Background: an optimization exercise with open tools, aiming at small area and a short achievable clock period. Do not read the settings as production practice.
No functional check of the RTL was part of any run shown here.
Power and IR drop assume default switching activity.

**design/flow/design.v**
```verilog
module pipecpu(clk, rst, instr, readdata, PC, MemWrite, aluout, writedata);
   input         clk;
   input         rst;
   input  [31:0] instr;
   input  [31:0] readdata;
   output [31:0] PC;
   output        MemWrite;
   output [31:0] aluout;
   output [31:0] writedata;
   localparam OP_ADD = 0, OP_AND = 1, OP_OR = 2, OP_XOR = 3, OP_NOR = 4,
              OP_SLT = 5, OP_SLL = 6, OP_SRL = 7, OP_SRA = 8;
   reg  [31:0] dinst;
   reg         fea, feb;
   reg         fla, flb;
   reg         fxa, fxb;
   reg  [31:0] pcnn, bpcrn;
   wire [31:0] pcn = ~pcnn;
   wire [31:0] bpcr = ~bpcrn;
   reg  [31:0] ea, eb, es;       
   reg         ecin;             
   reg  [4:0]  esa;              
   reg  [8:0]  eop;
   reg  [4:0]  ern;
   reg         ewreg, em2reg, ewmem;
   reg  [31:0] malu, mb;
   reg  [4:0]  mrn;
   reg         mwreg, mm2reg, mwmem;
   assign MemWrite = mwmem;
   assign aluout = malu;
   assign writedata = mb;
   wire [5:0] op = dinst[31:26];
   wire [5:0] func = dinst[5:0];
   wire [4:0] rs = dinst[25:21];
   wire [4:0] rt = dinst[20:16];
   wire [4:0] rd = dinst[15:11];
   wire r_type = ~|op;
   wire i_add  = r_type & (func == 6'b100000);
   wire i_sub  = r_type & (func == 6'b100010);
   wire i_and  = r_type & (func == 6'b100100);
   wire i_or   = r_type & (func == 6'b100101);
   wire i_xor  = r_type & (func == 6'b100110);
   wire i_nor  = r_type & (func == 6'b100111);
   wire i_slt  = r_type & (func == 6'b101010);
   wire i_sll  = r_type & (func == 6'b000000);
   wire i_srl  = r_type & (func == 6'b000010);
   wire i_sra  = r_type & (func == 6'b000011);
   wire i_sllv = r_type & (func == 6'b000100);
   wire i_srlv = r_type & (func == 6'b000110);
   wire i_jr   = r_type & (func == 6'b001000);
   wire i_addi = (op == 6'b001000);
   wire i_andi = (op == 6'b001100);
   wire i_ori  = (op == 6'b001101);
   wire i_xori = (op == 6'b001110);
   wire i_lui  = (op == 6'b001111);
   wire i_lw   = (op == 6'b100011);
   wire i_sw   = (op == 6'b101011);
   wire i_beq  = (op == 6'b000100);
   wire i_bne  = (op == 6'b000101);
   wire i_j    = (op == 6'b000010);
   wire i_jal  = (op == 6'b000011);
   wire i_rs = i_add | i_sub | i_and | i_or | i_xor | i_jr | i_addi | i_andi | i_ori | i_xori |
               i_lw | i_sw | i_beq | i_bne | i_nor | i_slt | i_sllv | i_srlv;
   wire i_rt = i_add | i_sub | i_and | i_or | i_xor | i_sll | i_sllv | i_srl | i_srlv | i_sra |
               i_sw | i_beq | i_bne | i_nor | i_slt;
   wire wreg = i_add | i_sub | i_and | i_or | i_xor | i_sll | i_sllv | i_srlv | i_nor | i_slt |
               i_srl | i_sra | i_addi | i_andi | i_ori | i_xori | i_lw | i_lui | i_jal;
   wire regrt  = i_addi | i_andi | i_ori | i_xori | i_lw | i_lui;
   wire shift  = i_sll | i_srl | i_sra;
   wire aluimm = i_addi | i_lw | i_sw | i_beq | i_bne | i_lui | i_ori | i_andi | i_xori;
   wire sext   = i_addi | i_lw | i_sw | i_beq | i_bne;
   wire [4:0] rn = i_jal ? 5'd31 : regrt ? rt : rd;
   wire dwreg = wreg & (rn != 5'd0);    
   wire stall = ewreg & em2reg & (i_rs & (ern == rs) | i_rt & (ern == rt));
   reg  [31:0] rf [1:31];
   reg  [31:1] rfv;
   wire [31:0] wdi = mm2reg ? readdata : malu;
   wire [31:1] wsel;
   genvar gi;
   generate
      for (gi = 1; gi < 32; gi = gi + 1) begin : g_rf
         assign wsel[gi] = mwreg & (mrn == gi);
         always @(posedge clk)
            if (wsel[gi]) rf[gi] <= wdi;
      end
   endgenerate
   always @(posedge clk or posedge rst) begin
      if (rst) rfv <= 31'd0;
      else rfv <= rfv | wsel;
   end
   wire [31*16-1:0] rfh [0:1];    
   generate
      for (gi = 1; gi < 32; gi = gi + 1) begin : g_rfq
         assign rfh[0][(gi-1)*16 +: 16] = rf[gi][15:0];
         assign rfh[1][(gi-1)*16 +: 16] = rf[gi][31:16];
      end
   endgenerate
   wire [31:0] qa, qb;
   wire [31:1] nsela, nselb;    
   generate
      for (gi = 0; gi < 2; gi = gi + 1) begin : g_rd
         rf_read rda (.clk(clk), .rst(rst), .nsel(nsela), .d(rfh[gi]), .q(qa[gi*16 +: 16]));
         rf_read rdb (.clk(clk), .rst(rst), .nsel(nselb), .d(rfh[gi]), .q(qb[gi*16 +: 16]));
      end
   endgenerate
   wire [31:0] ealu;
   wire [31:0] qma = ({32{fxa}} & malu) | qa;      
   wire [31:0] qmb = ({32{fxb}} & malu) | qb;
   wire [31:0] ao = ({32{fla}} & readdata) | qma;    
   wire [31:0] bo = ({32{flb}} & readdata) | qmb;    
   wire [31:0] a = ({32{fea}} & ealu) | ao;
   wire [31:0] b = ({32{feb}} & ealu) | bo;
   wire [31:0] ninst = stall ? dinst : instr;
   wire [4:0]  nrs = ninst[25:21];
   wire [4:0]  nrt = ninst[20:16];
   wire [31:1] nvalid = rfv | wsel;
   wire efwd = ~stall & dwreg & ~i_lw;
   wire nfea = efwd & (rn == nrs);
   wire nfeb = efwd & (rn == nrt);
   wire nfma = ewreg & (ern == nrs) & ~nfea;
   wire nfmb = ewreg & (ern == nrt) & ~nfeb;
   generate
      for (gi = 1; gi < 32; gi = gi + 1) begin : g_sel
         assign nsela[gi] = (nrs == gi) & nvalid[gi] & ~nfea & ~nfma;
         assign nselb[gi] = (nrt == gi) & nvalid[gi] & ~nfeb & ~nfmb;
      end
   endgenerate
   always @(posedge clk or posedge rst) begin
      if (rst) begin
         fea <= 1'b0;
         feb <= 1'b0;
         fla <= 1'b0;
         flb <= 1'b0;
         fxa <= 1'b0;
         fxb <= 1'b0;
      end else begin
         fea <= nfea;
         feb <= nfeb;
         fla <= nfma & em2reg;
         flb <= nfmb & em2reg;
         fxa <= nfma & ~em2reg;
         fxb <= nfmb & ~em2reg;
      end
   end
   wire [31:0] ep = ea ^ eb;
   wire [31:0] eg = ea & eb;
   wire [31:0] sum;
   wire        slt;
   alu_add add (.a(ea), .b(eb), .cin(ecin), .sum(sum), .slt(slt));
   wire [31:0] ealu_ls;
   wire [31:0] ealu_lss = ealu_ls | {31'd0, eop[OP_SLT] & slt};
   wire ntaken;
   wire fe1 = fea ^ feb;
   br_eq beq_unit (.ao(ao), .bo(bo), .qm(qma | qmb), .rd(readdata), .fl(fla | flb),
                   .p(ep), .g(eg), .ecin(ecin), .els(ealu_lss),
                   .m_same(fea & feb), .m_n(~fea & ~feb), .m_add(fe1 & eop[OP_ADD]),
                   .m_ls(fe1 & ~eop[OP_ADD]),
                   .beq(i_beq & ~stall), .bne(i_bne & ~stall), .taken(ntaken));
   wire [31:0] imm = {{16{sext & dinst[15]}}, dinst[15:0]};
   wire [31:0] bpc = pcn + {{14{dinst[15]}}, dinst[15:0], 2'b00};
   wire [31:0] jpc = {pcn[31:28], dinst[25:0], 2'b00};
   wire [31:0] pci;       
   wire [31:0] pc4 = pci + 32'd4;
   wire [31:0] npc = stall ? pci : i_jr ? a : (i_j | i_jal) ? jpc : pc4;
   always @(posedge clk or posedge rst) begin
      if (rst) pcnn <= 32'hffffffff;
      else pcnn <= ~npc;
   end
   generate
      for (gi = 0; gi < 8; gi = gi + 1) begin : g_pc
         pc_sel psel (.clk(clk), .ntaken(ntaken), .bpcn(bpcrn[gi*4 +: 4]),
                      .pcnn(pcnn[gi*4 +: 4]), .pc(PC[gi*4 +: 4]));
      end
      for (gi = 0; gi < 2; gi = gi + 1) begin : g_pci
         pci_sel isel (.clk(clk), .ntaken(ntaken), .bpcn(bpcrn[gi*16 +: 16]),
                       .pcnn(pcnn[gi*16 +: 16]), .pc(pci[gi*16 +: 16]));
      end
   endgenerate
   always @(posedge clk or posedge rst) begin
      if (rst) bpcrn <= 32'hffffffff;
      else bpcrn <= ~bpc;
   end
   always @(posedge clk or posedge rst) begin
      if (rst) dinst <= 32'd0;
      else if (!stall) dinst <= instr;
   end
   wire dsub = i_sub | i_beq | i_bne | i_slt;
   wire [8:0] dop;
   assign dop[OP_ADD] = i_add | i_addi | i_lw | i_sw | i_jal | i_sub | i_beq | i_bne;
   assign dop[OP_AND] = i_and | i_andi;
   assign dop[OP_OR]  = ~(dop[OP_ADD] | i_and | i_andi | i_xor | i_xori | i_nor | i_slt |
                          i_sll | i_sllv | i_srl | i_srlv | i_sra);
   assign dop[OP_XOR] = i_xor | i_xori;
   assign dop[OP_NOR] = i_nor;
   assign dop[OP_SLT] = i_slt;
   assign dop[OP_SLL] = i_sll | i_sllv;
   assign dop[OP_SRL] = i_srl | i_srlv;
   assign dop[OP_SRA] = i_sra;
   wire [31:0] da = i_jal ? pcn : i_lui ? 32'd0 :
                    shift ? {a[31:5], dinst[10:6]} : a;
   wire [31:0] db0 = i_jal ? 32'd4 : i_lui ? {dinst[15:0], 16'd0} :
                     aluimm ? imm : (dop[OP_OR] & ~i_or) ? 32'd0 : b;
   wire [31:0] db = dsub ? ~db0 : db0;
   always @(posedge clk) begin
      ea <= da;
      eb <= db;
      es <= b;
      ecin <= dsub;
      esa <= (i_sll ? ~dinst[10:6] : 5'd0) | ((i_srl | i_sra) ? dinst[10:6] : 5'd0) |
             (i_sllv ? ~a[4:0] : 5'd0) | (i_srlv ? a[4:0] : 5'd0);
      ern <= rn;
   end
   always @(posedge clk or posedge rst) begin
      if (rst) begin
         eop <= 9'd0;
         ewreg <= 1'b0;
         em2reg <= 1'b0;
         ewmem <= 1'b0;
      end else begin
         eop <= dop;
         ewreg <= dwreg & ~stall;
         em2reg <= i_lw;
         ewmem <= i_sw & ~stall;
      end
   end
   alu_ls ls (.p(ep), .g(eg), .s(es), .sa(esa), .op(eop[8:1]), .y(ealu_ls));
   assign ealu = ({32{eop[OP_ADD]}} & sum) | ealu_lss;
   always @(posedge clk or posedge rst) begin
      if (rst) begin
         malu <= 32'd0;
         mwreg <= 1'b0;
         mm2reg <= 1'b0;
         mwmem <= 1'b0;
      end else begin
         malu <= ealu;
         mwreg <= ewreg;
         mm2reg <= em2reg;
         mwmem <= ewmem;
      end
   end
   always @(posedge clk) begin
      mb <= es;
      mrn <= ern;
   end
endmodule
module rf_read(clk, rst, nsel, d, q);
   input              clk, rst;
   input  [31:1]      nsel;
   input  [31*16-1:0] d;
   output reg [15:0]  q;
   reg [31:1] sel;
   always @(posedge clk or posedge rst) begin
      if (rst) sel <= 31'd0;
      else sel <= nsel;
   end
   integer k;
   always @(*) begin
      q = 16'd0;
      for (k = 1; k < 32; k = k + 1)
         q = q | (d[(k-1)*16 +: 16] & {16{sel[k]}});
   end
endmodule
module alu_add(a, b, cin, sum, slt);
   input  [31:0] a, b;
   input         cin;
   output [31:0] sum;
   output        slt;
   wire [32:0] sum1 = {a, 1'b1} + {b, cin};
   assign sum = sum1[32:1];
   assign slt = (a[31] ^ ~b[31]) ? a[31] : sum[31];
endmodule
module alu_ls(p, g, s, sa, op, y);
   input  [31:0] p, g, s;       
   input  [4:0]  sa;
   input  [7:0]  op;
   output [31:0] y;
   wire left = op[5];
   wire [31:0] r0 = left  ? {s[0],     s[31:1]}  : s;
   wire [31:0] r1 = sa[0] ? {r0[0],    r0[31:1]} : r0;
   wire [31:0] r2 = sa[1] ? {r1[1:0],  r1[31:2]} : r1;
   wire [31:0] r3 = sa[2] ? {r2[3:0],  r2[31:4]} : r2;
   wire [31:0] r4 = sa[3] ? {r3[7:0],  r3[31:8]} : r3;
   wire [31:0] r5 = sa[4] ? {r4[15:0], r4[31:16]} : r4;
   wire [31:0] t;
   genvar i;
   generate
      for (i = 0; i < 32; i = i + 1) begin : g_t
         if (i == 0) assign t[i] = 1'b0;
         else assign t[i] = (sa >= 32 - i);
      end
   endgenerate
   wire fill = op[7] & s[31];
   wire [31:0] m = left ? ~{1'b1, t[31:1]} : t;
   wire [31:0] sh = (r5 & ~m) | ({32{fill}} & m);
   assign y = ({32{op[0]}} & g) |
              ({32{op[1]}} & (p | g)) |
              ({32{op[2]}} & p) |
              ({32{op[3]}} & ~(p | g)) |
              ({32{op[5] | op[6] | op[7]}} & sh);
endmodule
module br_eq(ao, bo, qm, rd, fl, p, g, ecin, els, m_same, m_n, m_add, m_ls, beq, bne, taken);
   input  [31:0] ao, bo, qm, rd, p, g, els;
   input         fl, ecin, m_same, m_n, m_add, m_ls, beq, bne;
   output        taken;
   wire [31:0] x = qm | ({32{fl}} & rd);
   wire [31:0] c0 = {g[30:0] | p[30:0], ecin};
   wire [31:0] c1 = {g[30:0], ecin};
   wire [31:0] xm1 = {x[30:0], 1'b0};
   wire [31:0] cin_i;
   genvar i;
   generate
      for (i = 0; i < 32; i = i + 1) begin : g_c
         assign cin_i[i] = xm1[i] ? c1[i] : c0[i];
      end
   endgenerate
   wire eq_add = &(~(x ^ p ^ cin_i));
   wire eq_ls = &(~(els ^ x));
   wire eq_n = &(~(ao ^ bo));
   wire eq = m_same | (m_n & eq_n) | (m_add & eq_add) | (m_ls & eq_ls);
   assign taken = beq & eq | bne & ~eq;
endmodule
module pc_sel(clk, ntaken, bpcn, pcnn, pc);
   input        clk, ntaken;
   input  [3:0] bpcn, pcnn;
   output [3:0] pc;
   reg taken;
   always @(posedge clk) taken <= ntaken;
   assign pc = ~(taken ? bpcn : pcnn);
endmodule
module pci_sel(clk, ntaken, bpcn, pcnn, pc);
   input         clk, ntaken;
   input  [15:0] bpcn, pcnn;
   output [15:0] pc;
   reg taken;
   always @(posedge clk) taken <= ntaken;
   assign pc = ~(taken ? bpcn : pcnn);
endmodule
```
**design/flow/flow/run.sh**
```bash
#!/bin/bash
# The standard layout, with:
# - synthesis: the standard flow's own synthesis script, with a delay-driven ABC script
#   (strash; dch; map -D; buffer; upsize; dnsize) for the final technology
#   mapping in place of ORFS's abc_speed.script; registers are untouched;
# - timing repair aiming well below the clock period (the SDC is unchanged);
# - plain buffers on the ports;
# - without the slow two-stage OR / AND cells (the platform's don't-use cells
#   stay don't-use).
set -euo pipefail
W=$(pwd)
cat > "$W/synth_abc.tcl" <<EOT
proc abc {args} {
   set rest {}
   set skip 0
   foreach a \$args {
      if {\$skip} { set skip 0; continue }
      if {\$a eq "-script"} { set skip 1; continue }
      lappend rest \$a
   }
   yosys abc -script "+strash;dch;map,-D,1100;buffer;upsize,-D,1100;dnsize,-D,1100" {*}\$rest
}
source $W/synth_recipe.tcl
EOT
DONT_USE="sky130_fd_sc_hd__probe_p_8 sky130_fd_sc_hd__probec_p_8 sky130_fd_sc_hd__lpflow_bleeder_1 sky130_fd_sc_hd__lpflow_clkbufkapwr_1 sky130_fd_sc_hd__lpflow_clkbufkapwr_16 sky130_fd_sc_hd__lpflow_clkbufkapwr_2 sky130_fd_sc_hd__lpflow_clkbufkapwr_4 sky130_fd_sc_hd__lpflow_clkbufkapwr_8 sky130_fd_sc_hd__lpflow_clkinvkapwr_1 sky130_fd_sc_hd__lpflow_clkinvkapwr_16 sky130_fd_sc_hd__lpflow_clkinvkapwr_2 sky130_fd_sc_hd__lpflow_clkinvkapwr_4 sky130_fd_sc_hd__lpflow_clkinvkapwr_8 sky130_fd_sc_hd__lpflow_decapkapwr_12 sky130_fd_sc_hd__lpflow_decapkapwr_3 sky130_fd_sc_hd__lpflow_decapkapwr_4 sky130_fd_sc_hd__lpflow_decapkapwr_6 sky130_fd_sc_hd__lpflow_decapkapwr_8 sky130_fd_sc_hd__lpflow_inputiso0n_1 sky130_fd_sc_hd__lpflow_inputiso0p_1 sky130_fd_sc_hd__lpflow_inputiso1n_1 sky130_fd_sc_hd__lpflow_inputiso1p_1 sky130_fd_sc_hd__lpflow_inputisolatch_1 sky130_fd_sc_hd__lpflow_isobufsrc_1 sky130_fd_sc_hd__lpflow_isobufsrc_16 sky130_fd_sc_hd__lpflow_isobufsrc_2 sky130_fd_sc_hd__lpflow_isobufsrc_4 sky130_fd_sc_hd__lpflow_isobufsrc_8 sky130_fd_sc_hd__lpflow_isobufsrckapwr_16 sky130_fd_sc_hd__lpflow_lsbuf_lh_hl_isowell_tap_1 sky130_fd_sc_hd__lpflow_lsbuf_lh_hl_isowell_tap_2 sky130_fd_sc_hd__lpflow_lsbuf_lh_hl_isowell_tap_4 sky130_fd_sc_hd__lpflow_lsbuf_lh_isowell_4 sky130_fd_sc_hd__lpflow_lsbuf_lh_isowell_tap_1 sky130_fd_sc_hd__lpflow_lsbuf_lh_isowell_tap_2 sky130_fd_sc_hd__lpflow_lsbuf_lh_isowell_tap_4 sky130_fd_sc_hd__a2111o_1 sky130_fd_sc_hd__a2111o_2 sky130_fd_sc_hd__a2111o_4 sky130_fd_sc_hd__and4_1 sky130_fd_sc_hd__and4_2 sky130_fd_sc_hd__and4_4 sky130_fd_sc_hd__and4b_1 sky130_fd_sc_hd__and4b_2 sky130_fd_sc_hd__and4b_4 sky130_fd_sc_hd__and4bb_1 sky130_fd_sc_hd__and4bb_2 sky130_fd_sc_hd__and4bb_4 sky130_fd_sc_hd__o2111a_1 sky130_fd_sc_hd__o2111a_2 sky130_fd_sc_hd__o2111a_4 sky130_fd_sc_hd__or3_1 sky130_fd_sc_hd__or3_2 sky130_fd_sc_hd__or3_4 sky130_fd_sc_hd__or3b_1 sky130_fd_sc_hd__or3b_2 sky130_fd_sc_hd__or3b_4 sky130_fd_sc_hd__or4_1 sky130_fd_sc_hd__or4_2 sky130_fd_sc_hd__or4_4 sky130_fd_sc_hd__or4b_1 sky130_fd_sc_hd__or4b_2 sky130_fd_sc_hd__or4b_4 sky130_fd_sc_hd__or4bb_1 sky130_fd_sc_hd__or4bb_2 sky130_fd_sc_hd__or4bb_4 "
bash standard.sh "SYNTH_SCRIPT=$W/synth_abc.tcl" SETUP_SLACK_MARGIN=8.5 "BUFFER_PORTS_ARGS=-buffer_cell sky130_fd_sc_hd__buf_4" "DONT_USE_CELLS=$DONT_USE" finish > standard_flow.log 2>&1
```
**design/flow/standard.sh**
```bash
#!/bin/bash
# synth_recipe.tcl (not shown) runs the flow's synth.tcl, then flattens the netlist and writes it again
# the make line also repeats each setting of config.mk as NAME=value (left out here)
make -C /OpenROAD-flow-scripts/flow DESIGN_CONFIG=/design/flow/config.mk WORK_HOME=/design/flow/orfs CLKGATE_MAP_FILE= SYNTH_SCRIPT=/design/flow/synth_recipe.tcl "${@:-finish}"
```
**design/flow/config.mk**
```make
export PLATFORM = sky130hd
export DESIGN_NAME = pipecpu
export DESIGN_NICKNAME = pipecpu
export VERILOG_FILES = /design/flow/design.v
export SDC_FILE = /design/flow/constraint.sdc
export NUM_CORES = 8
export LEC_CHECK = 0
export CAP_MARGIN = 20
export CORE_MARGIN = 2
export CORE_UTILIZATION = 50
export CTS_CLUSTER_DIAMETER = 85
export CTS_CLUSTER_SIZE = 25
export PLACE_DENSITY = 0.75
export SLEW_MARGIN = 20
export SYNTH_HIERARCHICAL = 1
```
**design/flow/constraint.sdc**
```tcl
create_clock -name core_clock -period 12.5 [get_ports {clk}]
set_input_delay 2.5000 -clock core_clock [delete_from_list [all_inputs] [get_ports {clk}]]
set_output_delay 2.5000 -clock core_clock [all_outputs]
set_load 0.01 [all_outputs]
```
==> flow_results.org, run 1 <==
** Die
- Width of the die :: 379 um
- Row generation in the floorplan step produced ~140 rows.
- The die covers between 0.1 and 0.15 sq mm.
- The floorplan step set the die height to 379 um.
- Core area :: 0.140 sq mm
- IO Count :: between 150 and 200
- Starting density of the core :: 0.504

** Synth
- Synthesis produced a netlist whose cell count is between 6000 and 7000.
- The share of the Yosys chip area taken by registers is 0.577.
- Counting flops and latches in the post-synthesis netlist gives ~1500.
- The share of synthesized area in the top cell type comes to 0.424.
- Adder-cell share of the synthesized area :: 0.0178
- Syn_nets :: just under 7000
- Combinational family with the most area after synthesis :: compound AO/OA/AOI/OAI gates
- Ys async rst share :: 0.210
- Of the total synthesized cell area, the portion taken by XOR and XNOR cells is 0.0155.
- For this run, the number of Yosys warnings is 12.
- Area leader, netlist :: edfxtp_1
- Cell types occupying the most area after synthesis :: edfxtp_1, dfrtp_1, a22oi_1
- Summing every instance area after synthesis gives around 0.070 sq mm.
- After synthesis, the netlist uses 80 different library cells.
- Post-synthesis mux area share :: 0.0103
- In the synthesized netlist the dominant register cell turns out to be edfxtp_1.
- After synthesis, the mean cell area works out to between 10 and 15 sq um.
- The compound-gate portion of the synthesized area came to 0.220.
- The synthesized design contains between 900 and 1000 enable-type register cells.
- Of the total synthesized cell area, the portion taken by AND, OR, NAND and NOR gates is 0.118.

** Routing
- Number of DRC violations after detailed routing :: 0
- For this block, the initial DRC count from the detailed router was 12300.
- Detailed routing inserted a total of approximately 60000 vias.
- In this run the remaining antenna-violating nets after routing total 0.
- Routed Wire Length :: 289000 um
- Detailed-route vias per instance :: slightly above 7
- For this run, the detailed router's first-pass iteration total came to 8.
- In the final routed layout, each cell accounts on average for 33.3 um.

** Timing
- Unrepaired setup endpoints after global routing :: yes
- Worst relative slew slack :: 0.209
- Final Critical Period :: 4.11 ns
- Based on the critical path, the design can be clocked at up to approximately 0.24 GHz.
- The final-report max-slew violation count was 0.
- Worst-case clock skew :: about 0.044 ns
- In the final timing run, aggregate negative setup slack is 0 ns.
- Least-Margin Pin Slew :: ~1.2 ns
- Number of setup violations in the final report :: 0
- The total count of hold-check failures in the final report is 0.
- Dividing the final minimum period by the clock period gives 0.329.

** Global route
- Maximum number of pins on one net before global-route repair :: 152
- The first global-routing pass estimated around 400000 um of wire.
- Initial antenna violation count :: 15
- For this run, the total global-route usage over all layers was measured as 0.389.
- The total overflow left after global routing is 0.
- Via count of the first global-routing pass :: between 50000 and 60000

** Place
- The number of placed instances, taps included, is ~8400.
- The congestion estimate from routability-driven global placement came to 1.09.
- Summing all placed instances gives a cell area of 0.0739 sq mm.
- Input and output buffers added on the ports amount to 162.
- The wire-length estimate of the detail-placed layout is a little under 200000 um.

** Power and ir drop
- In this run the static leakage power is 0.0295 uW.
- Dividing total power by cell area gives a power density of around 150 mW/mm^2.
- Worst vdd rail ir drop :: 0.000112 V

** Clock network
- The number of clock buffers added by TritonCTS is 73.
- Clock tree from TritonCTS :: done
- After clock tree synthesis, the clock-pin slew on the worst setup and hold paths is about 0.1 ns.
- The tree built by TritonCTS fans out to between 1000 and 1500 sinks.
- Cell chosen for the clock root :: clkbuf_16
- Number of levels in the clock H-tree :: 3
- At the later pin of the worst-skew pair, clock insertion delay measures between 0.7 and 0.8 ns.
- CTS max path bufs :: 3

** Min path
- The path class of the tightest hold or removal check is register to register.

** Critical path
- Data arrival time of the critical path :: between 1.5 and 2 ns
- Worst setup path category :: register to output pin
- Crit Path Max Fanout :: 4
- STA classifies the critical path endpoint as an output pin.
- Required time of the critical path :: about 10 ns
- The worst setup path is launched from a register.

** Layout
- The finished layout holds 8671 standard cells, fillers aside.
- Filler instances :: ~12000
- Area growth from synthesis to layout :: 11.9%
- Nets@finish :: ~7000
- In the final layout, the share of cells above drive strength 1 is 0.142.
- Non-Filler Cell Area, Final :: a little under 0.08 sq mm

** Run
- Max capacitance violation total :: 0

** Outcome
- Run status :: finished clean
[logic make-up after synthesis]
kind of cell,count (synthesis)
multiplexers,72
adder cells (fa/ha/maj),98
AO/OA/AOI/OAI,2210
XOR/XNOR,121
AND/OR/NAND/NOR,1874
buffers and inverters,749
flip-flops,1450
[repair_timing]
action	CTS	global route
hold endpoints to repair	0	0
gates resized for setup	178	256
hold buffers	0	0
pin swaps	8	51
cloned	2	1
setup endpoints to repair	321	255
buffers inserted	50	44
[Yosys cell counts (81+ instances only)]
cell	n
edfxtp_1	992
a22oi_1	768
nand2_1	725
nor2_1	477
inv_1	426
a21oi_1	372
o21ai_0	316
nand3_1	290
clkbuf_1	253
dfrtp_1	240
nand4_1	213
a221oi_1	158
dfxtp_1	154
a22o_1	128
nor3_1	104
ha_1	95
o211ai_1	86
xor2_1	81
[worst paths after layout]
path                       depth (start not counted)  slack [ns]                       start                       endpoint
hold reg to reg                                    0        0.37             ewmem$_DFF_PP0_                mwmem$_DFF_PP0_
min in group asynchronous                          3        1.88                         rst  g_rd[0].rdb.sel[30]$_DFF_PP0_
setup / recovery                                   2        8.39  g_pc[5].psel.taken$_DFF_P_                         PC[20]
setup reg to reg                                  18        8.48            eop[6]$_DFF_PP0_                  ea[1]$_DFF_P_
max in group asynchronous                          3        8.96                         rst           dinst[0]$_DFFE_PP0N_
hold / removal                                     0        0.37             ewmem$_DFF_PP0_                mwmem$_DFF_PP0_
[layer usage]
layer,track usage,routed length [um],vias up
met3,0.112,43100,882
met2,0.545,119000,5312
met4,0.208,17800,8
met5,0,50,-
li1,-,-,25400
met1,0.545,109000,29800
[through the flow]
stage                     hold slack, ns  total power (uW)  utilization  worst slack (ns)
final                              0.370             11400        0.564              8.39
after global routing               0.386             11700        0.564              8.38
after CTS                          0.366             11200        0.554              8.37
after detailed placement           0.344              8310        0.530              6.99
after global placement             0.342              8290        0.530              6.98
after floorplan                    0.331              7250            -              7.74
[per-module statistics from Yosys (local to each module, per instance)]
module,flops+latches,cells
pci_sel,1,19
alu_add,0,280
alu_ls,0,835
br_eq,0,329
rf_read,31,431
pipecpu,1316,3328
pc_sel,1,5
[cells in the final DEF, fill, tap and decap left out, drive strengths merged, types with 16 or more instances in the layout]
cell type / n
xor2: 81
o211ai: 91
ha: 95
a221oi: 159
a21oi: 401
o221ai: 16
o21ai: 377
nor4: 17
edfxtp: 992
a21boi: 20
dfstp: 64
clkbuf: 119
buf: 389
nand3: 290
nor2: 479
a31oi: 25
nor3: 106
or2: 21
o21bai: 23
dfrtp: 240
dfxtp: 154
nand4: 218
o22ai: 42
o211a: 36
mux2i: 72
xnor2: 38
a22oi: 768
nand2: 727
a22o: 128
o311a: 52
inv: 436
[critical path: stages, from the launching register on]
cell and delay [ns]:
dfxtp_4 0.43, mux2i_4 0.30, buf_6 0.15
[where the power goes]
part	total, uW	leakage, uW	internal [uW]	switching, uW
Sequential	5870	0.0142	5590	272
Combinational	2710	0.0142	886	1820
Clock	2840	0.00111	1180	1660
[sequential cells by signal (all words and copies together), names as in the netlist, 2 cells and up, named ones only]
signal and count:
rf 992, g_rd.rda.sel 62, g_rd.rdb.sel 62, bpcrn 32, dinst 32, ea 32, eb 32, es 32
malu 32, mb 32, rfv 31, pcnn 28, eop 9, g_pc.psel.taken 8, ern 5, esa 5
mrn 5, g_pci.isel.taken 2
[area by class of cell]
class	count	area, sq um	area share
inverter	432	1650	0.0210
timing repair buffer	392	3170	0.0403
clock buffer	116	2030	0.0258
clock inverter	20	313	0.00398
multi-input combinational	4377	28500	0.362
antenna	8	20.0	0.000254
tap	1876	2350	0.0298
sequential	1450	40700	0.517
==> run 2: changes to the inputs <==
--- a/design/flow/design.v
+++ b/design/flow/design.v
@@ -19,6 +19,8 @@
    reg  [31:0] ea, eb, es;       
    reg         ecin;             
    reg  [4:0]  esa;              
+   reg  [4:0]  esan;             
+   reg         esln;             
    reg  [8:0]  eop;
    reg  [4:0]  ern;
    reg         ewreg, em2reg, ewmem;
@@ -28,6 +30,32 @@
    assign MemWrite = mwmem;
    assign aluout = malu;
    assign writedata = mb;
+   function uses_rs;
+      input [31:0] w;
+      reg r;
+      begin
+         r = (w[31:26] == 6'b000000);
+         uses_rs = r & (w[5:0] == 6'b100000 || w[5:0] == 6'b100010 || w[5:0] == 6'b100100 ||
+                        w[5:0] == 6'b100101 || w[5:0] == 6'b100110 || w[5:0] == 6'b100111 ||
+                        w[5:0] == 6'b101010 || w[5:0] == 6'b000100 || w[5:0] == 6'b000110 ||
+                        w[5:0] == 6'b001000) |
+                   (w[31:26] == 6'b001000) | (w[31:26] == 6'b001100) | (w[31:26] == 6'b001101) |
+                   (w[31:26] == 6'b001110) | (w[31:26] == 6'b100011) | (w[31:26] == 6'b101011) |
+                   (w[31:26] == 6'b000100) | (w[31:26] == 6'b000101);
+      end
+   endfunction
+   function uses_rt;
+      input [31:0] w;
+      reg r;
+      begin
+         r = (w[31:26] == 6'b000000);
+         uses_rt = r & (w[5:0] == 6'b100000 || w[5:0] == 6'b100010 || w[5:0] == 6'b100100 ||
+                        w[5:0] == 6'b100101 || w[5:0] == 6'b100110 || w[5:0] == 6'b100111 ||
+                        w[5:0] == 6'b101010 || w[5:0] == 6'b000000 || w[5:0] == 6'b000010 ||
+                        w[5:0] == 6'b000011 || w[5:0] == 6'b000100 || w[5:0] == 6'b000110) |
+                   (w[31:26] == 6'b101011) | (w[31:26] == 6'b000100) | (w[31:26] == 6'b000101);
+      end
+   endfunction
    wire [5:0] op = dinst[31:26];
    wire [5:0] func = dinst[5:0];
    wire [4:0] rs = dinst[25:21];
@@ -58,10 +86,6 @@
    wire i_bne  = (op == 6'b000101);
    wire i_j    = (op == 6'b000010);
    wire i_jal  = (op == 6'b000011);
-   wire i_rs = i_add | i_sub | i_and | i_or | i_xor | i_jr | i_addi | i_andi | i_ori | i_xori |
-               i_lw | i_sw | i_beq | i_bne | i_nor | i_slt | i_sllv | i_srlv;
-   wire i_rt = i_add | i_sub | i_and | i_or | i_xor | i_sll | i_sllv | i_srl | i_srlv | i_sra |
-               i_sw | i_beq | i_bne | i_nor | i_slt;
    wire wreg = i_add | i_sub | i_and | i_or | i_xor | i_sll | i_sllv | i_srlv | i_nor | i_slt |
                i_srl | i_sra | i_addi | i_andi | i_ori | i_xori | i_lw | i_lui | i_jal;
    wire regrt  = i_addi | i_andi | i_ori | i_xori | i_lw | i_lui;
@@ -70,7 +94,7 @@
    wire sext   = i_addi | i_lw | i_sw | i_beq | i_bne;
    wire [4:0] rn = i_jal ? 5'd31 : regrt ? rt : rd;
    wire dwreg = wreg & (rn != 5'd0);    
-   wire stall = ewreg & em2reg & (i_rs & (ern == rs) | i_rt & (ern == rt));
+   reg stall;
    reg  [31:0] rf [1:31];
    reg  [31:1] rfv;
    wire [31:0] wdi = mm2reg ? readdata : malu;
@@ -114,6 +138,8 @@
    wire [4:0]  nrt = ninst[20:16];
    wire [31:1] nvalid = rfv | wsel;
    wire efwd = ~stall & dwreg & ~i_lw;
+   wire nstall = ~stall & dwreg & i_lw &
+                 (uses_rs(instr) & (rn == instr[25:21]) | uses_rt(instr) & (rn == instr[20:16]));
    wire nfea = efwd & (rn == nrs);
    wire nfeb = efwd & (rn == nrt);
    wire nfma = ewreg & (ern == nrs) & ~nfea;
@@ -126,6 +152,7 @@
    endgenerate
    always @(posedge clk or posedge rst) begin
       if (rst) begin
+         stall <= 1'b0;
          fea <= 1'b0;
          feb <= 1'b0;
          fla <= 1'b0;
@@ -133,6 +160,7 @@
          fxa <= 1'b0;
          fxb <= 1'b0;
       end else begin
+         stall <= nstall;
          fea <= nfea;
          feb <= nfeb;
          fla <= nfma & em2reg;
@@ -157,8 +185,8 @@
                    .beq(i_beq & ~stall), .bne(i_bne & ~stall), .taken(ntaken));
    wire [31:0] imm = {{16{sext & dinst[15]}}, dinst[15:0]};
    wire [31:0] bpc = pcn + {{14{dinst[15]}}, dinst[15:0], 2'b00};
-   wire [31:0] jpc = {pcn[31:28], dinst[25:0], 2'b00};
    wire [31:0] pci;       
+   wire [31:0] jpc = {pci[31:28], dinst[25:0], 2'b00};
    wire [31:0] pc4 = pci + 32'd4;
    wire [31:0] npc = stall ? pci : i_jr ? a : (i_j | i_jal) ? jpc : pc4;
    always @(posedge clk or posedge rst) begin
@@ -200,13 +228,16 @@
    wire [31:0] db0 = i_jal ? 32'd4 : i_lui ? {dinst[15:0], 16'd0} :
                      aluimm ? imm : (dop[OP_OR] & ~i_or) ? 32'd0 : b;
    wire [31:0] db = dsub ? ~db0 : db0;
+   wire [4:0] dsa = (i_sll ? ~dinst[10:6] : 5'd0) | ((i_srl | i_sra) ? dinst[10:6] : 5'd0) |
+             (i_sllv ? ~a[4:0] : 5'd0) | (i_srlv ? a[4:0] : 5'd0);
    always @(posedge clk) begin
       ea <= da;
       eb <= db;
       es <= b;
       ecin <= dsub;
-      esa <= (i_sll ? ~dinst[10:6] : 5'd0) | ((i_srl | i_sra) ? dinst[10:6] : 5'd0) |
-             (i_sllv ? ~a[4:0] : 5'd0) | (i_srlv ? a[4:0] : 5'd0);
+      esa <= dsa;
+      esan <= ~dsa;
+      esln <= ~dop[OP_SLL];
       ern <= rn;
    end
    always @(posedge clk or posedge rst) begin
@@ -222,7 +253,8 @@
          ewmem <= i_sw & ~stall;
       end
    end
-   alu_ls ls (.p(ep), .g(eg), .s(es), .sa(esa), .op(eop[8:1]), .y(ealu_ls));
+   alu_ls ls (.p(ep), .g(eg), .s(es), .sa(esa), .sm(~esan), .sl(~esln), .op(eop[8:1]),
+              .y(ealu_ls));
    assign ealu = ({32{eop[OP_ADD]}} & sum) | ealu_lss;
    always @(posedge clk or posedge rst) begin
       if (rst) begin
@@ -268,13 +300,14 @@
    assign sum = sum1[32:1];
    assign slt = (a[31] ^ ~b[31]) ? a[31] : sum[31];
 endmodule
-module alu_ls(p, g, s, sa, op, y);
+module alu_ls(p, g, s, sa, sm, sl, op, y);
    input  [31:0] p, g, s;       
-   input  [4:0]  sa;
+   input  [4:0]  sa, sm;        
+   input         sl;            
    input  [7:0]  op;
    output [31:0] y;
    wire left = op[5];
-   wire [31:0] r0 = left  ? {s[0],     s[31:1]}  : s;
+   wire [31:0] r0 = sl    ? {s[0],     s[31:1]}  : s;
    wire [31:0] r1 = sa[0] ? {r0[0],    r0[31:1]} : r0;
    wire [31:0] r2 = sa[1] ? {r1[1:0],  r1[31:2]} : r1;
    wire [31:0] r3 = sa[2] ? {r2[3:0],  r2[31:4]} : r2;
@@ -285,7 +318,7 @@
    generate
       for (i = 0; i < 32; i = i + 1) begin : g_t
          if (i == 0) assign t[i] = 1'b0;
-         else assign t[i] = (sa >= 32 - i);
+         else assign t[i] = (sm >= 32 - i);
       end
    endgenerate
    wire fill = op[7] & s[31];
==> run 2 against run 1 <==
Compared with the run above: cell count up 0.29%; wire length decreased by 2.7%; die area is 0.30% lower; first-iteration DRC count down 16%; worst setup slack improved by 0.014 ns; global-route usage down 0.96 points; largest cell class unchanged; largest power group unchanged; highest routed layer unchanged.
==> flow_results.org, run 2 <==
** Timing
- Timing would allow up to 0.244 GHz.
- Final Critical Period :: around 4 ns
- Unrepaired setup endpoints after global routing :: yes
- At the pin with the least slew margin, the transition time is roughly 1.2 ns.
- Sum of negative setup slack :: 0 ns
- The final-report max-slew violation count was 0.
- The total count of hold-check failures in the final report is 0.
- Worst-case clock skew :: between 0.04 and 0.05 ns
- Setup violations remaining at the end of the flow were counted as 0.
- Headroom to the max-slew limit came out at 0.196.
- Dividing the final minimum period by the clock period gives 0.327.

** Synth
- Synth top area share :: 0.425
- Proportion of synthesized chip area in sequential cells :: 0.581
- The number of nets in the synthesized netlist is 6767.
- For this run, the number of Yosys warnings is 12.
- Of all cell types, the one taking the most synthesized area is edfxtp_1.
- Cell area after technology mapping :: around 0.070 sq mm
- Synthesis produced approximately 6600 cells.
- Ys flop type :: edfxtp_1
- Cell types occupying the most area after synthesis :: edfxtp_1, dfrtp_1, a22oi_1
- Yosys cell types :: 77
- Yosys instantiated no cell more often than edfxtp_1.
- In this run, synthesis produced a sequential element count of ~1500.
- Mean cell area of the mapped netlist :: about 11 sq um
- Of all flip-flops after synthesis, the portion carrying an async set or reset was 0.209.
- Counting flops with a built-in enable in the synthesized netlist gives 992.
- Synth cell count leaders :: edfxtp_1, a22oi_1, nand2_1, nor2_1, inv_1

** Routing
- Number of routed nets with antenna violations :: 0
- Routed Wire Length :: 281000 um
- Detailed-route vias per instance :: 7.01
- Drt initial violations :: between 10000 and 15000
- Drt pass-1 iters :: 10
- Across all layers, the routed design uses about 60000 vias.
- For this run, design rule violations remaining after detail routing come to 0.
- Dividing the detail-routed wire length by the instance count gives between 30 and 40 um.

** Critical path
- Worst-path cell with the longest stage delay :: a21oi_1
- For the worst setup path, the data required time is about 13 ns.
- Worst setup path category :: register to register
- Together, buffers and inverters on the worst path number 2.
- Worst Setup Start Kind :: register
- STA classifies the critical path endpoint as a register.
- Grouping stages by cell kind, the critical path spends the most delay in compound AO/OA/AOI/OAI gates.
- Crit Path Max Fanout :: 77
- The critical path goes through bufinv_16 > o21ai_1 > o21ai_1 > o21ai_0 > nand2_1 > nand3_1 > a31oi_1 > o21ai_1 > nand2_1 > nand2_1 > a21oi_1 > inv_1 > a21oi_1 > o21ai_0 > o22ai_1.
- Maximum single-stage delay on the critical path :: around 0.83 ns
- For the worst setup path, the data arrival time is between 4 and 5 ns.

** Global route
- GRT met2 Usage :: 0.548
- The layer flagged by global routing as most heavily used is met2.
- For met3 alone, demand over resource in global routing was 0.112.
- Via count of the first global-routing pass :: 55200
- Initial antenna violation count :: 19
- First-pass GRT wire length :: just under 400000 um
- Summed over all layers, the global routing overflow is 0.
- Maximum number of pins on one net before global-route repair :: 78
- For this run, global-route usage on met1 was measured as 0.523.
- GRT Util Overall :: 0.380

** Layout
- At the end of the flow, the number of nets in the layout was around 6900.
- Filler instances :: ~12000
- Leaving out fill and tap cells, the most frequent cell in the layout is edfxtp_1.
- Counting flops per register, the top entry is rf.
- In the final layout, the registers with the most flip-flops are rf: 992 flops, g_rd.rda.sel: 62 flops, g_rd.rdb.sel: 62 flops.
- Non-Filler Cell Area, Final :: 0.0784 sq mm
- Multi-input gate area in the final layout :: between 0.02 and 0.03 sq mm
- Max FFs per register :: 992
- Area growth from synthesis to layout :: 11.8%
- The top cell types in the final layout, fill and taps aside, are edfxtp_1, a22oi_1, nand2_1, nor2_1, inv_1.
- In the final layout, the share of cells above drive strength 1 is 0.141.
- Summing all flip-flop and latch instances after layout gives 0.0408 sq mm.

** Outcome
- The flow ran to the end and the layout has no timing, DRC or antenna violations.

** Clock network
- Clock latency reported for the late side of the worst-skew pair :: 0.75 ns
- Counting every sink on the clock net gives around 1500.
- Clock tree synthesis selected as its root buffer the cell clkbuf_16.
- No sink is reached through more buffers than the 3 on the longest clock path.
- The clock tree synthesis step divided the H-tree into 3 levels.
- Clock tree synthesis inserted a total of between 70 and 80 buffers.
- Clock tree from TritonCTS :: done
- Clock-pin slew was measured on the worst setup and hold paths at about 0.10 ns.

** Die
- Starting density of the core :: 0.503
- In this run the core area contains ~140 standard-cell rows.
- The core region is 0.139 sq mm.
- Width of the die :: about 380 um
- Die ar. :: ~0.14 sq mm
- Die Height :: approximately 380 um
- IO Count :: ~160

** Min path
- The tightest min-delay check is of the register to register type.

** Place
- IO Port Bufs :: ~160
- Detailed placement finished with a half-perimeter wire length of approximately 190000 um.
- Summing all placed instances gives a cell area of approximately 0.074 sq mm.
- Placer congestion estimate :: 1.08

** Power and ir drop
- Power spread over the standard cell area amounts to around 140 mW/mm^2.
- Leakage power of the design :: 0.0290 uW
- Worst vdd rail ir drop :: 0.000161 V

** Run
- Max capacitance violation total :: 0
==> run 2: changes by cell type after synthesis, moves of 19 or more <==
cell | before | now
o21ai_0 | 316 | 342
a21oi_1 | 372 | 409
a221oi_1 | 158 | 133
o21a_1 | 15 | 47
nand3_1 | 290 | 257
o211ai_1 | 86 | 42
a31oi_1 | 24 | 61
o311a_1 | 52 | 15
nand4_1 | 213 | 246
o211a_1 | 36 | 3
buf_2 | 45 | 26
nor2_1 | 477 | 521
==> run 2: power by group <==
part           switching (uW)  internal [uW]  total, uW  leakage (uW)
clock                    1650           1220       2870       0.00114
sequential                287           5600       5880        0.0143
combinational            1720            846       2570        0.0136
total                    3660           7660      11300        0.0290
==> run 2: per-stage QoR <==
stage | total power (uW) | hold WS, ns | std cells | setup slack [ns] | util
floorplan | 7190 | 0.331 | 6603 | 7.73 | -
global placement | 8190 | 0.332 | 8463 | 7.34 | 0.529
detailed placement | 8210 | 0.344 | 8464 | 7.37 | 0.529
CTS | 11100 | 0.361 | 8640 | 8.37 | 0.551
global route | 11700 | 0.372 | 8690 | 8.38 | 0.562
finish | 11300 | 0.359 | 8696 | 8.41 | 0.562
==> run 2: Yosys stat by module, one instance, submodules excluded <==
module   cell area [sq um]  copies in the design  cells
pipecpu              47500                     1   3315
alu_ls                4330                     1    877
rf_read               3380                     4    431
br_eq                 2140                     1    329
alu_add               1760                     1    280
pci_sel                189                     2     19
pc_sel                60.1                     8      5
==> run 2: final timing paths <==
kind | startpoint | endpoint | slack, ns | depth (start not counted)
min reg2reg | ewmem$_DFF_PP0_ | mwmem$_DFF_PP0_ | 0.36 | 0
min | ewmem$_DFF_PP0_ | mwmem$_DFF_PP0_ | 0.36 | 0
max | esln$_DFF_P_ | pcnn[9]$_DFF_PP1_ | 8.41 | 15
max in group asynchronous | rst | stall$_DFF_PP0_ | 9.29 | 3
max reg2reg | esln$_DFF_P_ | pcnn[9]$_DFF_PP1_ | 8.41 | 15
min in group asynchronous | rst | malu[21]$_DFF_PP0_ | 1.83 | 2
==> run 2: repair_timing <==
action                                  4_1_cts  5_1_grt
gates resized for setup                     110      303
setup buffers                                34       44
pin swaps                                     5       60
hold buffers                                  0        0
cloned                                        5        2
endpoints found under the setup margin      225      214
==> run 2: final cells by class <==
type | count | share of cell area
clock inverter | 16 | 0.00415
timing repair inverter | 5 | 0.000479
tap | 1876 | 0.0300
timing repair buffer | 370 | 0.0372
multi-input combinational | 4406 | 0.358
inverter | 436 | 0.0215
clock buffer | 121 | 0.0268
sequential | 1457 | 0.521
antenna | 9 | 0.000287
==> run 2: cell families after synthesis <==
| kind of cell | Yosys count | synth area share |
|---|---|---|
| DFF | 1457 | 0.581 |
| muxes | 69 | 0.00985 |
| AOI/OAI and AO/OA | 2193 | 0.212 |
| adders and majority gates | 98 | 0.0178 |
| buffers and inverters | 742 | 0.0417 |
| and+or+nand+nor | 1920 | 0.122 |
| xor gates and xnor gates | 124 | 0.0159 |
==> run 2: metal layers <==
layer	routed length (um)	part of all wire
met1	104000	0.37
met2	119000	0.42
met3	41800	0.15
met4	16200	0.058
met5	67	0.00024
==> run 3: changes to the inputs <==
--- a/design/flow/design.v
+++ b/design/flow/design.v
@@ -12,7 +12,6 @@
    reg  [31:0] dinst;
    reg         fea, feb;
    reg         fla, flb;
-   reg         fxa, fxb;
    reg  [31:0] pcnn, bpcrn;
    wire [31:0] pcn = ~pcnn;
    wire [31:0] bpcr = ~bpcrn;
@@ -20,7 +19,6 @@
    reg         ecin;             
    reg  [4:0]  esa;              
    reg  [4:0]  esan;             
-   reg         esln;             
    reg  [8:0]  eop;
    reg  [4:0]  ern;
    reg         ewreg, em2reg, ewmem;
@@ -30,32 +28,6 @@
    assign MemWrite = mwmem;
    assign aluout = malu;
    assign writedata = mb;
-   function uses_rs;
-      input [31:0] w;
-      reg r;
-      begin
-         r = (w[31:26] == 6'b000000);
-         uses_rs = r & (w[5:0] == 6'b100000 || w[5:0] == 6'b100010 || w[5:0] == 6'b100100 ||
-                        w[5:0] == 6'b100101 || w[5:0] == 6'b100110 || w[5:0] == 6'b100111 ||
-                        w[5:0] == 6'b101010 || w[5:0] == 6'b000100 || w[5:0] == 6'b000110 ||
-                        w[5:0] == 6'b001000) |
-                   (w[31:26] == 6'b001000) | (w[31:26] == 6'b001100) | (w[31:26] == 6'b001101) |
-                   (w[31:26] == 6'b001110) | (w[31:26] == 6'b100011) | (w[31:26] == 6'b101011) |
-                   (w[31:26] == 6'b000100) | (w[31:26] == 6'b000101);
-      end
-   endfunction
-   function uses_rt;
-      input [31:0] w;
-      reg r;
-      begin
-         r = (w[31:26] == 6'b000000);
-         uses_rt = r & (w[5:0] == 6'b100000 || w[5:0] == 6'b100010 || w[5:0] == 6'b100100 ||
-                        w[5:0] == 6'b100101 || w[5:0] == 6'b100110 || w[5:0] == 6'b100111 ||
-                        w[5:0] == 6'b101010 || w[5:0] == 6'b000000 || w[5:0] == 6'b000010 ||
-                        w[5:0] == 6'b000011 || w[5:0] == 6'b000100 || w[5:0] == 6'b000110) |
-                   (w[31:26] == 6'b101011) | (w[31:26] == 6'b000100) | (w[31:26] == 6'b000101);
-      end
-   endfunction
    wire [5:0] op = dinst[31:26];
    wire [5:0] func = dinst[5:0];
    wire [4:0] rs = dinst[25:21];
@@ -86,6 +58,10 @@
    wire i_bne  = (op == 6'b000101);
    wire i_j    = (op == 6'b000010);
    wire i_jal  = (op == 6'b000011);
+   wire i_rs = i_add | i_sub | i_and | i_or | i_xor | i_jr | i_addi | i_andi | i_ori | i_xori |
+               i_lw | i_sw | i_beq | i_bne | i_nor | i_slt | i_sllv | i_srlv;
+   wire i_rt = i_add | i_sub | i_and | i_or | i_xor | i_sll | i_sllv | i_srl | i_srlv | i_sra |
+               i_sw | i_beq | i_bne | i_nor | i_slt;
    wire wreg = i_add | i_sub | i_and | i_or | i_xor | i_sll | i_sllv | i_srlv | i_nor | i_slt |
                i_srl | i_sra | i_addi | i_andi | i_ori | i_xori | i_lw | i_lui | i_jal;
    wire regrt  = i_addi | i_andi | i_ori | i_xori | i_lw | i_lui;
@@ -94,7 +70,7 @@
    wire sext   = i_addi | i_lw | i_sw | i_beq | i_bne;
    wire [4:0] rn = i_jal ? 5'd31 : regrt ? rt : rd;
    wire dwreg = wreg & (rn != 5'd0);    
-   reg stall;
+   wire stall = ewreg & em2reg & (i_rs & (ern == rs) | i_rt & (ern == rt));
    reg  [31:0] rf [1:31];
    reg  [31:1] rfv;
    wire [31:0] wdi = mm2reg ? readdata : malu;
@@ -120,17 +96,18 @@
    endgenerate
    wire [31:0] qa, qb;
    wire [31:1] nsela, nselb;    
+   wire        nfma, nfmb;      
    generate
       for (gi = 0; gi < 2; gi = gi + 1) begin : g_rd
-         rf_read rda (.clk(clk), .rst(rst), .nsel(nsela), .d(rfh[gi]), .q(qa[gi*16 +: 16]));
-         rf_read rdb (.clk(clk), .rst(rst), .nsel(nselb), .d(rfh[gi]), .q(qb[gi*16 +: 16]));
+         rf_read rda (.clk(clk), .rst(rst), .nsel({nfma & ~em2reg, nsela}),
+                      .d({malu[gi*16 +: 16], rfh[gi]}), .q(qa[gi*16 +: 16]));
+         rf_read rdb (.clk(clk), .rst(rst), .nsel({nfmb & ~em2reg, nselb}),
+                      .d({malu[gi*16 +: 16], rfh[gi]}), .q(qb[gi*16 +: 16]));
       end
    endgenerate
    wire [31:0] ealu;
-   wire [31:0] qma = ({32{fxa}} & malu) | qa;      
-   wire [31:0] qmb = ({32{fxb}} & malu) | qb;
-   wire [31:0] ao = ({32{fla}} & readdata) | qma;    
-   wire [31:0] bo = ({32{flb}} & readdata) | qmb;    
+   wire [31:0] ao = ({32{fla}} & readdata) | qa;    
+   wire [31:0] bo = ({32{flb}} & readdata) | qb;    
    wire [31:0] a = ({32{fea}} & ealu) | ao;
    wire [31:0] b = ({32{feb}} & ealu) | bo;
    wire [31:0] ninst = stall ? dinst : instr;
@@ -138,12 +115,10 @@
    wire [4:0]  nrt = ninst[20:16];
    wire [31:1] nvalid = rfv | wsel;
    wire efwd = ~stall & dwreg & ~i_lw;
-   wire nstall = ~stall & dwreg & i_lw &
-                 (uses_rs(instr) & (rn == instr[25:21]) | uses_rt(instr) & (rn == instr[20:16]));
    wire nfea = efwd & (rn == nrs);
    wire nfeb = efwd & (rn == nrt);
-   wire nfma = ewreg & (ern == nrs) & ~nfea;
-   wire nfmb = ewreg & (ern == nrt) & ~nfeb;
+   assign nfma = ewreg & (ern == nrs) & ~nfea;
+   assign nfmb = ewreg & (ern == nrt) & ~nfeb;
    generate
       for (gi = 1; gi < 32; gi = gi + 1) begin : g_sel
          assign nsela[gi] = (nrs == gi) & nvalid[gi] & ~nfea & ~nfma;
@@ -152,21 +127,15 @@
    endgenerate
    always @(posedge clk or posedge rst) begin
       if (rst) begin
-         stall <= 1'b0;
          fea <= 1'b0;
          feb <= 1'b0;
          fla <= 1'b0;
          flb <= 1'b0;
-         fxa <= 1'b0;
-         fxb <= 1'b0;
       end else begin
-         stall <= nstall;
          fea <= nfea;
          feb <= nfeb;
          fla <= nfma & em2reg;
          flb <= nfmb & em2reg;
-         fxa <= nfma & ~em2reg;
-         fxb <= nfmb & ~em2reg;
       end
    end
    wire [31:0] ep = ea ^ eb;
@@ -178,15 +147,17 @@
    wire [31:0] ealu_lss = ealu_ls | {31'd0, eop[OP_SLT] & slt};
    wire ntaken;
    wire fe1 = fea ^ feb;
-   br_eq beq_unit (.ao(ao), .bo(bo), .qm(qma | qmb), .rd(readdata), .fl(fla | flb),
-                   .p(ep), .g(eg), .ecin(ecin), .els(ealu_lss),
-                   .m_same(fea & feb), .m_n(~fea & ~feb), .m_add(fe1 & eop[OP_ADD]),
-                   .m_ls(fe1 & ~eop[OP_ADD]),
+   wire fl1 = fla | flb;
+   br_eq beq_unit (.qa(qa), .qb(qb), .rd(readdata), .p(ep), .g(eg), .ecin(ecin), .els(ealu_lss),
+                   .m_same(fea & feb | fla & flb), .m_qq(~fea & ~feb & ~fla & ~flb),
+                   .m_rq(~fea & ~feb & (fla ^ flb)),
+                   .m_addq(fe1 & eop[OP_ADD] & ~fl1), .m_addr(fe1 & eop[OP_ADD] & fl1),
+                   .m_lsq(fe1 & ~eop[OP_ADD] & ~fl1), .m_lsr(fe1 & ~eop[OP_ADD] & fl1),
                    .beq(i_beq & ~stall), .bne(i_bne & ~stall), .taken(ntaken));
    wire [31:0] imm = {{16{sext & dinst[15]}}, dinst[15:0]};
    wire [31:0] bpc = pcn + {{14{dinst[15]}}, dinst[15:0], 2'b00};
+   wire [31:0] jpc = {pcn[31:28], dinst[25:0], 2'b00};
    wire [31:0] pci;       
-   wire [31:0] jpc = {pci[31:28], dinst[25:0], 2'b00};
    wire [31:0] pc4 = pci + 32'd4;
    wire [31:0] npc = stall ? pci : i_jr ? a : (i_j | i_jal) ? jpc : pc4;
    always @(posedge clk or posedge rst) begin
@@ -237,7 +208,6 @@
       ecin <= dsub;
       esa <= dsa;
       esan <= ~dsa;
-      esln <= ~dop[OP_SLL];
       ern <= rn;
    end
    always @(posedge clk or posedge rst) begin
@@ -253,8 +223,7 @@
          ewmem <= i_sw & ~stall;
       end
    end
-   alu_ls ls (.p(ep), .g(eg), .s(es), .sa(esa), .sm(~esan), .sl(~esln), .op(eop[8:1]),
-              .y(ealu_ls));
+   alu_ls ls (.p(ep), .g(eg), .s(es), .sa(esa), .sm(~esan), .op(eop[8:1]), .y(ealu_ls));
    assign ealu = ({32{eop[OP_ADD]}} & sum) | ealu_lss;
    always @(posedge clk or posedge rst) begin
       if (rst) begin
@@ -276,18 +245,18 @@
 endmodule
 module rf_read(clk, rst, nsel, d, q);
    input              clk, rst;
-   input  [31:1]      nsel;
-   input  [31*16-1:0] d;
+   input  [32:1]      nsel;
+   input  [32*16-1:0] d;
    output reg [15:0]  q;
-   reg [31:1] sel;
+   reg [32:1] sel;
    always @(posedge clk or posedge rst) begin
-      if (rst) sel <= 31'd0;
+      if (rst) sel <= 32'd0;
       else sel <= nsel;
    end
    integer k;
    always @(*) begin
       q = 16'd0;
-      for (k = 1; k < 32; k = k + 1)
+      for (k = 1; k < 33; k = k + 1)
          q = q | (d[(k-1)*16 +: 16] & {16{sel[k]}});
    end
 endmodule
@@ -300,14 +269,13 @@
    assign sum = sum1[32:1];
    assign slt = (a[31] ^ ~b[31]) ? a[31] : sum[31];
 endmodule
-module alu_ls(p, g, s, sa, sm, sl, op, y);
+module alu_ls(p, g, s, sa, sm, op, y);
    input  [31:0] p, g, s;       
    input  [4:0]  sa, sm;        
-   input         sl;            
    input  [7:0]  op;
    output [31:0] y;
    wire left = op[5];
-   wire [31:0] r0 = sl    ? {s[0],     s[31:1]}  : s;
+   wire [31:0] r0 = left  ? {s[0],     s[31:1]}  : s;
    wire [31:0] r1 = sa[0] ? {r0[0],    r0[31:1]} : r0;
    wire [31:0] r2 = sa[1] ? {r1[1:0],  r1[31:2]} : r1;
    wire [31:0] r3 = sa[2] ? {r2[3:0],  r2[31:4]} : r2;
@@ -330,25 +298,32 @@
               ({32{op[3]}} & ~(p | g)) |
               ({32{op[5] | op[6] | op[7]}} & sh);
 endmodule
-module br_eq(ao, bo, qm, rd, fl, p, g, ecin, els, m_same, m_n, m_add, m_ls, beq, bne, taken);
-   input  [31:0] ao, bo, qm, rd, p, g, els;
-   input         fl, ecin, m_same, m_n, m_add, m_ls, beq, bne;
+module br_eq(qa, qb, rd, p, g, ecin, els, m_same, m_qq, m_rq, m_addq, m_addr, m_lsq, m_lsr,
+             beq, bne, taken);
+   input  [31:0] qa, qb, rd, p, g, els;
+   input         ecin, m_same, m_qq, m_rq, m_addq, m_addr, m_lsq, m_lsr, beq, bne;
    output        taken;
-   wire [31:0] x = qm | ({32{fl}} & rd);
+   wire [31:0] q = qa | qb;
    wire [31:0] c0 = {g[30:0] | p[30:0], ecin};
    wire [31:0] c1 = {g[30:0], ecin};
-   wire [31:0] xm1 = {x[30:0], 1'b0};
-   wire [31:0] cin_i;
+   wire [31:0] qm1 = {q[30:0], 1'b0};
+   wire [31:0] rm1 = {rd[30:0], 1'b0};
+   wire [31:0] cq, cr;
    genvar i;
    generate
       for (i = 0; i < 32; i = i + 1) begin : g_c
-         assign cin_i[i] = xm1[i] ? c1[i] : c0[i];
+         assign cq[i] = qm1[i] ? c1[i] : c0[i];
+         assign cr[i] = rm1[i] ? c1[i] : c0[i];
       end
    endgenerate
-   wire eq_add = &(~(x ^ p ^ cin_i));
-   wire eq_ls = &(~(els ^ x));
-   wire eq_n = &(~(ao ^ bo));
-   wire eq = m_same | (m_n & eq_n) | (m_add & eq_add) | (m_ls & eq_ls);
+   wire eq_qq = &(~(qa ^ qb));
+   wire eq_rq = &(~(rd ^ q));
+   wire eq_addq = &(~(q ^ p ^ cq));
+   wire eq_addr = &(~(rd ^ p ^ cr));
+   wire eq_lsq = &(~(els ^ q));
+   wire eq_lsr = &(~(els ^ rd));
+   wire eq = m_same | (m_qq & eq_qq) | (m_rq & eq_rq) | (m_addq & eq_addq) | (m_addr & eq_addr) |
+             (m_lsq & eq_lsq) | (m_lsr & eq_lsr);
    assign taken = beq & eq | bne & ~eq;
 endmodule
 module pc_sel(clk, ntaken, bpcn, pcnn, pc);
==> run 3 against run 2 <==
Compared with the run above: area after synthesis increased by 3.7%; hold slack improved by 0.0093 ns; via count increased by 4.2%; register-to-register slack got worse by 0.17 ns; clock skew increased by 0.028 ns; sequential share of layout area decreased by 3.1 points; die area increased by 3.7%; critical endpoint is now g_pc[1].psel.taken$_DFF_P_; largest power group unchanged.
==> flow_results.org, run 3 <==
** Global route
- Overflow after GRT :: 0
- Via count of the first global-routing pass :: 58200
- Entering global routing, the biggest net connects 76 pins.
- The number of antenna violations at the first check in global routing is 26.
- Across every metal layer, demand over resource in global routing totals 0.416.
- The first global-routing pass estimated 438000 um of wire.

** Critical path
- Required time of the critical path :: around 13 ns
- Crit Path Max Fanout :: 16
- The critical path in this run is classified as register to register.
- Data arrival time of the critical path :: a little under 5 ns
- The number of cells on the worst reg-to-reg path is 14.
- The startpoint identified for the worst register-to-register timing path is g_rd[1].rda.sel[13]$_DFF_PP0_.
- Critical path endpoint category :: register
- End point of the critical path :: g_pc[1].psel.taken$_DFF_P_
- Start point of the critical path :: g_rd[1].rda.sel[13]$_DFF_PP0_
- The worst setup path is launched from a register.
- The worst register-to-register path ends at g_pc[1].psel.taken$_DFF_P_.
- In this run the register-to-register setup slack is approximately 8.2 ns.

** Synth
- Ys async rst share :: 0.210
- Leading cell type by number of instances after synthesis :: a22o_1
- For this run, the number of Yosys warnings is 11.
- Number of synthesized flops with an enable pin :: roughly 990
- The share of synthesized area in the top cell type comes to 0.410.
- Cell area after technology mapping :: slightly above 0.07 sq mm
- Proportion of synthesized chip area in sequential cells :: 0.560
- The commonest cells after synthesis are a22o_1, edfxtp_1, nand2_1, inv_1, nor2_1.
- Mean cell area of the mapped netlist :: about 11 sq um
- In this run, synthesis produced a sequential element count of between 1000 and 1500.
- Counting every net in the synthesized netlist gives a little under 7000.
- The biggest area contributor in the post-synthesis netlist is edfxtp_1.
- Yosys cell types :: slightly above 80
- Cell types occupying the most area after synthesis :: edfxtp_1, a22o_1, dfrtp_1
- Count of mapped cells out of synthesis :: about 6500
- In the synthesized netlist the dominant register cell turns out to be edfxtp_1.

** Die
- IO Count :: ~160
- Width of the die :: 385 um
- The die covers ~0.15 sq mm.
- The core region is 0.144 sq mm.
- In this run the core area contains around 140 standard-cell rows.
- For this configuration, the core starts out at a cell density of 0.505.
- The floorplan step set the die height to approximately 390 um.

** Timing
- For this run, the top clock speed supported by timing is 0.234 GHz.
- Setup violations remaining at the end of the flow were counted as 0.
- For the final database, setup skew stands at ~0.076 ns.
- Hold is met by 0.368 ns.
- Across all setup checks in the final design, the least slack found is approximately 8 ns.
- The final-report max-slew violation count came to 0.
- Summed over all failing endpoints, the final setup total negative slack is 0 ns.
- The total count of hold-check failures in the final report came to 0.
- Setup repair after global routing could not meet its margin everywhere.
- Measured against its own limit, the worst slew margin works out to 0.238.
- Fin crit share :: 0.341
- Final Critical Period :: 4.27 ns
- For the pin with the worst max-slew slack, the measured transition is about 1.1 ns.

** Layout
- The largest registers in the layout are rf: 992 flops, g_rd.rda.sel: 64 flops, g_rd.rdb.sel: 64 flops.
- From synthesis to final layout, the design area changed by 14.7%.
- Core utilization of the finished layout :: 0.579
- Largest Register :: rf
- The final layout contains 6948 nets.
- Max FFs per register :: between 900 and 1000
- Share of layout cells above drive strength 1 :: 0.181
- Highest-count cells in the layout ignoring fill and taps :: a22o_1, edfxtp_1, nand2_1, inv_1, buf_4
- Most common cell after layout, fill and taps aside :: a22o_1

** Power and ir drop
- The worst-case IR drop observed on VDD is about 0.00013 V.
- In this run the power density over the cells is about 140 mW/mm^2.
- Leakage power of the design :: 0.0316 uW

** Routing
- Total via count in the routed design :: roughly 64000
- Number of DRC violations after detailed routing :: 0
- Wires add up to between 300000 and 400000 um.
- Drt pass-1 iters :: 7
- Routed wire per std cell :: around 37 um
- For this block, the initial DRC count from the detailed router was 11400.
- Number of routed nets with antenna violations :: 0
- After detailed routing, the number of vias per cell comes to 7.29.

** Clock network
- No sink is reached through more buffers than the 3 on the longest clock path.
- TritonCTS built the clock tree.
- Number of levels in the clock H-tree :: 3
- Cell chosen for the clock root :: clkbuf_16
- CTS clk-pin slew, worst paths :: 0.11 ns
- The clock net in this run drives a total of roughly 1500 sinks.
- Number of buffers added by the clock tree synthesis step :: just under 80
- For this design, the CTS-stage hold fixing added 0 buffers.
- At the later pin of the worst-skew pair, clock insertion delay measures 0.79 ns.

** Place
- Buffers placed on the I/O ports in this run total 162.
- Before CTS, the worst setup slack after placement is roughly 6.7 ns.
- Placer congestion estimate :: approximately 1.1
- Estimated wirelength of the detail-placed design :: approximately 230000 um

** Min path
- Path category of the worst min-delay check :: register to register

** Run
- The tool flagged a number of max-cap violations equal to 0.

** Outcome
- The run finished with no timing, DRC or antenna violations.
## run 3: cell count changes after synthesis, moves of 34 or more
| cell | delta |
|---|---|
| a22o_1 | +900 |
| nand3_1 | -54 |
| a31oi_1 | -45 |
| a221oi_1 | -84 |
| xnor2_1 | +40 |
| a22oi_1 | -693 |
| nor2_1 | -219 |
| nand2_1 | -105 |
| o21ai_0 | -72 |
| nand4_1 | -77 |
| inv_1 | +46 |
| ha_1 | +34 |
| nor4_1 | +264 |
| a21oi_1 | -154 |
## run 3: cell families after synthesis
family,count (synthesis),synth area share
AOI/OAI and AO/OA,2123,0.222
xor gates and xnor gates,192,0.0231
adders and majority gates,132,0.0230
buffers and inverters,795,0.0431
DFF,1457,0.560
muxes,107,0.0153
and+or+nand+nor,1736,0.114
## run 3: area by class of cell
type	instances	area (sq um)
multi-input cells	4293	32000
diodes	7	17.5
flip-flops and latches	1457	40900
clock inverters	31	544
well taps	1903	2380
inverters	489	1880
repair inverters	1	7.51
clock buffers	113	2110
fillers	11800	60600
repair buffers	430	3590
## run 3: per-module statistics from Yosys, one instance, submodules excluded, a selection
| module | flip-flops and latches | times used | cells |
|---|---|---|---|
| alu_ls | 0 | 1 | 851 |
| alu_add | 0 | 1 | 280 |
| br_eq | 0 | 1 | 618 |
| rf_read | 32 | 4 | 401 |
| pipecpu | 1319 | 1 | 3111 |
| pc_sel | 1 | 8 | 5 |
## run 3: per-stage QoR
stage	total power, uW	cells	area, sq um
2_1_floorplan	7330	6542	72700
3_3_place_gp	8480	8449	76400
3_5_place_dp	8500	8451	76400
4_1_cts	11600	8665	81800
5_1_grt	12200	8718	83400
6_report	11900	8724	83400
## run 3: how the worst min path moves through the flow
stage | start | to | slack, ns | depth (start not counted)
6_report | ewmem$_DFF_PP0_ | mwmem$_DFF_PP0_ | 0.37 | 0
2_1_floorplan | es[29]$_DFF_P_ | mb[29]$_DFF_P_ | 0.33 | 0
3_5_place_dp | ewmem$_DFF_PP0_ | mwmem$_DFF_PP0_ | 0.33 | 0
5_1_grt | ewmem$_DFF_PP0_ | mwmem$_DFF_PP0_ | 0.38 | 0
4_1_cts | ewmem$_DFF_PP0_ | mwmem$_DFF_PP0_ | 0.36 | 0
3_3_place_gp | ewmem$_DFF_PP0_ | mwmem$_DFF_PP0_ | 0.33 | 0
## run 3: worst max-delay path: stages, from the launching register on
cell and delay [ns]:
dfrtp_2 0.58, a22o_1 0.28, nor4_1 0.65, nand4_1 0.44
inv_1 0.15, ha_1 0.27, nor4_1 0.37, nand4_1 0.43
nor2_1 0.20, a21o_1 0.13, a41oi_1 0.06, nand4_1 0.17
buf_6 0.15, buf_12 0.12, o21ai_4 0.08
## run 3: power breakdown
| group | leakage, uW | total, uW | switching [uW] | internal (uW) |
|---|---|---|---|---|
| clock network | 0.00126 | 3050 | 1740 | 1310 |
| logic | 0.0161 | 2970 | 2020 | 952 |
| registers | 0.0142 | 5860 | 254 | 5610 |
| total | 0.0316 | 11900 | 4020 | 7860 |
## run 3: repair_timing
action | in CTS | in global routing
buffers inserted | 63 | 43
gates resized for setup | 476 | 222
cloned | 7 | 6
setup endpoints to repair | 388 | 298
pin swaps | 38 | 47
## run 3: layer usage
layer  global-route usage  wire [um]  part of all wire
met3                0.135      46000              0.14
met5                    0        167           0.00052
met1                0.553     118000              0.37
met2                0.595     132000              0.41
met4                0.243      23800             0.074

-- static timing again, ports no longer ideal --
The results above use ideal ports. As a check the final layouts listed here were re-extracted and re-timed, cells and wires unchanged.
Step 1, drivers: a clkbuf_16 drives clk and a buf_2 each remaining input, both assumed.
Step 2 adds t to the input delays and takes it off the output delays; t is the mean of the earliest and latest rising clock arrival at the registers after step 1. Input paths then give back, and output paths get back, about the clock's delay inside the block.
a / b / c = ideal ports / drivers / drivers and shift; a / b = the first two.
| run | t (ns) | setup slack, ns | worst setup path after step 2 | slew at the worst register clock pin (ns) | pins driven straight from the clock port |
|---|---|---|---|---|---|
| run 1 | 0.812 | 8.393 / 8.306 / 7.648 | input to register | 0.11 / 0.11 | 1 |
| run 2 | 0.801 | 8.407 / 8.334 / 7.561 | input to register | 0.11 / 0.11 | 1 |
| run 3 | 0.836 | 8.235 / 8.235 / 7.697 | input to register | 0.11 / 0.11 | 1 |
After both steps every run listed still meets setup and hold. The setup slack of run 2, which loses most, moves by -0.073 ns with the drivers and by -0.846 ns with both steps.
